Background: an optimization exercise with open tools, aiming at small area and a short achievable clock period. Do not read the settings as production practice. RTL that was checked went through simulation tests only; none was proved equivalent to the original. No driver is modelled on the clock port, so clock power and skew are understated where the tree is cut down; a real chip needs a root buffer or a tree. Power figures rest on the tool's default switching activity, not on a simulated workload.

==> module synch_fifo_16x8bit, before the edit <==
module synch_fifo_16x8bit
  #(parameter integer DATA_SIZE = 8, DEPTH = 16)
  ( input  [DATA_SIZE-1:0] data_in,
    input                  wr_en,
    input                  rd_en,
    input                  clk,
    input                  reset_n,
    output                 fifo_full,
    output                 fifo_empty,
    output [DATA_SIZE-1:0] data_out
  );
  reg [DATA_SIZE-1:0] FIFO [0:DEPTH-1];
  reg [DATA_SIZE-1:0] temp_data_out;
  reg [3:0] wr_ptr;
  reg [3:0] rd_ptr;
  reg       full_r;
  reg       empty_r;
  wire       wr_ok = wr_en & ~full_r;
  wire       rd_ok = rd_en & ~empty_r;
  wire [3:0] wr_ptr_inc = wr_ptr + 4'd1;
  wire [3:0] rd_ptr_inc = rd_ptr + 4'd1;
  always @(posedge clk)
    if (!full_r)
      FIFO[wr_ptr] <= data_in;
  always @(posedge clk or negedge reset_n)
    if (!reset_n) begin
      wr_ptr        <= 4'd0;
      rd_ptr        <= 4'd0;
      full_r        <= 1'b0;
      empty_r       <= 1'b1;
      temp_data_out <= {DATA_SIZE{1'b0}};
    end else begin
      if (wr_ok)
        wr_ptr <= wr_ptr_inc;
      if (rd_ok) begin
        rd_ptr        <= rd_ptr_inc;
        temp_data_out <= FIFO[rd_ptr];
      end
      if (wr_ok && !rd_ok) begin
        empty_r <= 1'b0;
        full_r  <= (wr_ptr_inc == rd_ptr);
      end else if (rd_ok && !wr_ok) begin
        full_r  <= 1'b0;
        empty_r <= (rd_ptr_inc == wr_ptr);
      end
    end
  assign data_out   = temp_data_out;
  assign fifo_full  = full_r;
  assign fifo_empty = empty_r;
endmodule
clock: 3.0 ns
lec_check: 0
cap_margin: 20
core_margin: 2
core_utilization: 40
slew_margin: 20
run.sh (not shown) runs the stock make flow with config.mk's settings and CLKGATE_MAP_FILE= SYNTH_SCRIPT=/design/flow/synth_recipe.tcl, a recipe that flattens the netlist after the stock synthesis.
Change:
==> flow/design.v (replaced) <==
`timescale 1ns / 1ps
module synch_fifo_16x8bit
  #(parameter integer DATA_SIZE = 8, DEPTH = 16)
  ( input  [DATA_SIZE-1:0] data_in,
    input                  wr_en,
    input                  rd_en,
    input                  clk,
    input                  reset_n,
    output                 fifo_full,
    output                 fifo_empty,
    output [DATA_SIZE-1:0] data_out
  );
  reg [DATA_SIZE-1:0] q [1:DEPTH];    
  reg [DATA_SIZE-1:0] temp_data_out;
  reg [DEPTH:1]       held;           
  wire wr_ok = wr_en & ~held[DEPTH];
  wire rd_ok = rd_en & held[1];
  wire inc   = wr_ok & ~rd_ok;
  wire dec   = rd_ok & ~wr_ok;
  wire [DEPTH+1:0] h = {1'b0, held, 1'b1};    
  integer i;
  always @(posedge clk)
    for (i = 1; i <= DEPTH; i = i + 1)
      if (rd_ok)
        q[i] <= h[i+1] ? q[(i == DEPTH) ? DEPTH : i + 1] : data_in;
      else if (!h[i])
        q[i] <= data_in;
  always @(posedge clk or negedge reset_n)
    if (!reset_n) begin
      held          <= {DEPTH{1'b0}};
      temp_data_out <= {DATA_SIZE{1'b0}};
    end else begin
      if (rd_ok)
        temp_data_out <= q[1];
      if (inc)
        held <= h[DEPTH-1:0];
      else if (dec)
        held <= h[DEPTH+1:2];
    end
  assign data_out   = temp_data_out;
  assign fifo_full  = held[DEPTH];
  assign fifo_empty = ~held[1];
endmodule
The new run finished with timing, DRC and antenna clean.
Sequential power went down by about 11%.
Core utilization came out higher by 0.69 points.
Combinational power goes down by 50%.
Setup slack got worse by 0.34 ns.
First-iteration DRC count decreases by about 15%.
Total power decreases by 19%.
Critical path depth went up by 1.
Design area is higher by 7.3%.
Area after synthesis grows by about 7%.
Routed wire length rises by about 23%.
Via count came out higher by about 44%.
Clock-buffer cell count rises by 4.
Hold slack loses 0.11 ns.
Global-route usage rises by 2.8 points.
No functional check of the RTL was part of any run of this note.

Another version of the RTL of synch_fifo_16x8bit (not shown whole).
Size: about 22 I/O pins, about 5800 µm² of cells after synthesis.
==> module synch_fifo_16x8bit, before the edit <==
module synch_fifo_16x8bit
  #(parameter integer DATA_SIZE = 8, DEPTH = 16)
  ( input  [DATA_SIZE-1:0] data_in,
    input                  wr_en,
    input                  rd_en,
    input                  clk,
    input                  reset_n,
    output                 fifo_full,
    output                 fifo_empty,
    output [DATA_SIZE-1:0] data_out
  );
  reg [DATA_SIZE-1:0] qn [1:DEPTH];   
  reg [DATA_SIZE-1:0] temp_data_out;
  reg [DEPTH-1:2]     held;           
  reg                 empty_i;        
  reg                 not_full_i;     
  reg                 full_r;         
  reg                 nonempty_r;     
  wire [DEPTH+1:0] h = {1'b0, ~not_full_i, held, ~empty_i, 1'b1};    
  wire rd_only = rd_en & ~wr_en;
  wire wr_only = wr_en & ~rd_en;
  reg [DEPTH:1] held_n;
  integer k;
  always @* begin
    for (k = 1; k <= DEPTH; k = k + 1) begin
      if (h[k])
        held_n[k] = h[k+1] | ~((k == DEPTH) ? rd_en : rd_only);
      else
        held_n[k] = h[k-1] & ((k == 1) ? wr_en : wr_only);
    end
  end
  wire [DATA_SIZE-1:0] q [1:DEPTH];
  wire [DATA_SIZE-1:0] qn_next [1:DEPTH];
  genvar g, b;
  generate
    for (g = 1; g <= DEPTH; g = g + 1) begin : pos
      assign q[g] = ~qn[g];
      wire keep, shift, load;
      if (g < DEPTH) begin : mid
        fifo_ctl ctl (
          .rd(rd_en), .here(h[g]), .next(h[g+1]),
          .keep(keep), .shift(shift), .load(load));
        for (b = 0; b < DATA_SIZE; b = b + 1) begin : bit_
          fifo_pick pick (
            .keep(keep), .shift(shift), .load(load),
            .a(q[g][b]), .b(q[g+1][b]), .c(data_in[b]), .yn(qn_next[g][b]));
        end
      end else begin : last
        fifo_ctl_last ctl (
          .rd(rd_en), .here(h[g]),
          .keep(keep), .load(load));
        assign shift = 1'b0;
        for (b = 0; b < DATA_SIZE; b = b + 1) begin : bit_
          fifo_pick_last pick (
            .keep(keep), .load(load),
            .a(q[g][b]), .c(data_in[b]), .yn(qn_next[g][b]));
        end
      end
    end
  endgenerate
  integer i;
  always @(posedge clk)
    for (i = 1; i <= DEPTH; i = i + 1)
      qn[i] <= qn_next[i];
  always @(posedge clk or negedge reset_n)
    if (!reset_n) begin
      held          <= {(DEPTH-2){1'b0}};
      empty_i       <= 1'b1;
      not_full_i    <= 1'b1;
      full_r        <= 1'b0;
      nonempty_r    <= 1'b0;
      temp_data_out <= {DATA_SIZE{1'b0}};
    end else begin
      if (rd_en && !empty_i)
        temp_data_out <= q[1];
      held       <= held_n[DEPTH-1:2];
      empty_i    <= ~held_n[1];
      not_full_i <= ~held_n[DEPTH];
      full_r     <= held_n[DEPTH];
      nonempty_r <= held_n[1];
    end
  assign data_out   = temp_data_out;
  assign fifo_full  = full_r;
  assign fifo_empty = ~nonempty_r;
endmodule
==> module fifo_ctl, before the edit <==
module fifo_ctl
  ( input  rd,
    input  here,
    input  next,
    output keep,
    output shift,
    output load
  );
  assign keep  = ~rd & here;
  assign shift = rd & next;
  assign load  = rd ? ~next : ~here;
endmodule
==> module fifo_ctl_last, before the edit <==
module fifo_ctl_last
  ( input  rd,
    input  here,
    output keep,
    output load
  );
  assign keep = ~rd & here;
  assign load = rd | ~here;
endmodule
clock: 3.0 ns
lec_check: 0
cap_margin: 20
core_margin: 2
core_utilization: 40
setup_slack_margin: 1.72
slew_margin: 20
synth_hierarchical: 1
synth_minimum_keep_size: 0
tns_end_percent: 0
standard.sh (not shown) runs the stock make flow with config.mk's settings and CLKGATE_MAP_FILE= SYNTH_SCRIPT=/design/flow/synth_recipe.tcl, a recipe that flattens the netlist after the stock synthesis.
==> flow/flow/run.sh <==
#!/bin/bash
# Own layout flow: the standard flow, except that
#  - port buffers are buf_2 cells rather than the default pick;
#  - the clock tree is built by flow/cts.tcl in place of TritonCTS's
#    H-tree, which is deeper and slower: two levels of clock cells
#    (CTS_ROOT_CELL roots, CTS_LEAF_CELL leaves), the leaves at the centres
#    of clusters of flip-flops of even size, so every flip-flop sees the
#    clock through the same two cells;
#  - before repair_timing, flow/cts.tcl takes out the buffer tree that
#    placement built under rd_en and makes its port buffer a buf_16, so the
#    port buffer drives the storage select gates directly.
# Each tool's full output goes to a log file of its own in this folder.
set -euo pipefail
export BUFFER_PORTS_ARGS="-buffer_cell sky130_fd_sc_hd__buf_2"
export CTS_ROOTS=4
export CTS_LEAVES=8
export CTS_ROOT_CELL=sky130_fd_sc_hd__clkinv_4
export CTS_LEAF_CELL=sky130_fd_sc_hd__clkinv_8
export FLAT_INPUTS="rd_en"
export UPSIZE_INPUTS="rd_en sky130_fd_sc_hd__buf_16"
bash standard.sh synth > synth.log 2>&1
bash standard.sh place > place.log 2>&1
bash standard.sh run RUN_SCRIPT="$PWD/flow/cts.tcl" RUN_LOG_NAME_STEM=4_1_cts_own > cts.log 2>&1
bash standard.sh finish > finish.log 2>&1
Other scripts of this flow, unchanged in this note and not shown: flow/flow/cts.tcl
Then changed:
--- a/flow/design.v
+++ b/flow/design.v
@@ -18,6 +18,8 @@
   reg                 full_r;         
   reg                 nonempty_r;     
   wire [DEPTH+1:0] h = {1'b0, ~not_full_i, held, ~empty_i, 1'b1};    
+  wire [DEPTH+1:0] hn = ~h;
+  wire             rd_n = ~rd_en;
   wire rd_only = rd_en & ~wr_en;
   wire wr_only = wr_en & ~rd_en;
   reg [DEPTH:1] held_n;
@@ -39,7 +41,8 @@
       wire keep, shift, load;
       if (g < DEPTH) begin : mid
         fifo_ctl ctl (
-          .rd(rd_en), .here(h[g]), .next(h[g+1]),
+          .rd(rd_en), .rd_n(rd_n), .here(h[g]), .next(h[g+1]),
+          .here_n(hn[g]), .next_n(hn[g+1]),
           .keep(keep), .shift(shift), .load(load));
         for (b = 0; b < DATA_SIZE; b = b + 1) begin : bit_
           fifo_pick pick (
@@ -48,7 +51,7 @@
         end
       end else begin : last
         fifo_ctl_last ctl (
-          .rd(rd_en), .here(h[g]),
+          .rd(rd_en), .here(h[g]), .here_n(hn[g]),
           .keep(keep), .load(load));
         assign shift = 1'b0;
         for (b = 0; b < DATA_SIZE; b = b + 1) begin : bit_
@@ -86,24 +89,28 @@
 endmodule
 module fifo_ctl
   ( input  rd,
+    input  rd_n,
     input  here,
     input  next,
+    input  here_n,
+    input  next_n,
     output keep,
     output shift,
     output load
   );
-  assign keep  = ~rd & here;
-  assign shift = rd & next;
-  assign load  = rd ? ~next : ~here;
+  assign keep  = ~(rd | here_n);
+  assign shift = ~(rd_n | next_n);
+  assign load  = ~(rd ? next : here);
 endmodule
 module fifo_ctl_last
   ( input  rd,
     input  here,
+    input  here_n,
     output keep,
     output load
   );
-  assign keep = ~rd & here;
-  assign load = rd | ~here;
+  assign keep = ~(rd | here_n);
+  assign load = ~(~rd & here);
 endmodule
 module fifo_pick_last
   ( input  keep,
After rerunning:
- The changed run completed with no timing, DRC or antenna violations
- routed wire length decreases slightly
- power hardly moves
- cell area increases slightly
- die area decreases slightly
- worst setup slack is better by 0.0060 ns
- sequential power hardly moves
- cell count increases by a few percent
- combinational power is about the same
- first-iteration DRC count increases by about a fifth
- maximum frequency increases slightly
- register-to-register slack is worse by 0.02 ns
- clock power barely changes
- utilization increases by 0.39 points
No functional check of the RTL was part of the second run of this note. No run of this note takes its clock network from TritonCTS; it comes from the design's own scripts or RTL.

## port drivers added, routing unchanged
The flow's constraints put no driver on any port. The routed layouts listed below were extracted and timed again, unchanged, in two steps. Step 1: set_driving_cell puts a clkbuf_16 on clk and a buf_2 on each other input, an assumption about the parent block. Step 2, shift: input delay + t, output delay - t, t = (earliest + latest rising clock arrival at the registers) / 2. This alone moves slack from input paths to output paths. Slacks: ideal / step 1 / step 2; pairs: ideal / step 1.
run	t (ns)	setup WS [ns]	worst setup path at the end	worst slew at a driven data input, ns	pins driven straight from the clock port
the first run of note 1	0.459	0.880 / 0.838 / 0.563	input to register	0.03	1
the second run of note 1	0.461	0.542 / 0.499 / 0.434	input to register	0.04	1
the first run of note 2	0.276	1.675 / 1.593 / 1.330	input to register	0.21	4
the second run of note 2	0.284	1.681 / 1.526 / 1.242	input to register	0.25	4
After both steps every run listed still meets setup and hold. For the second run of note 2, which loses most, drivers alone change the setup slack by -0.155 ns; drivers and shift together by -0.439 ns.
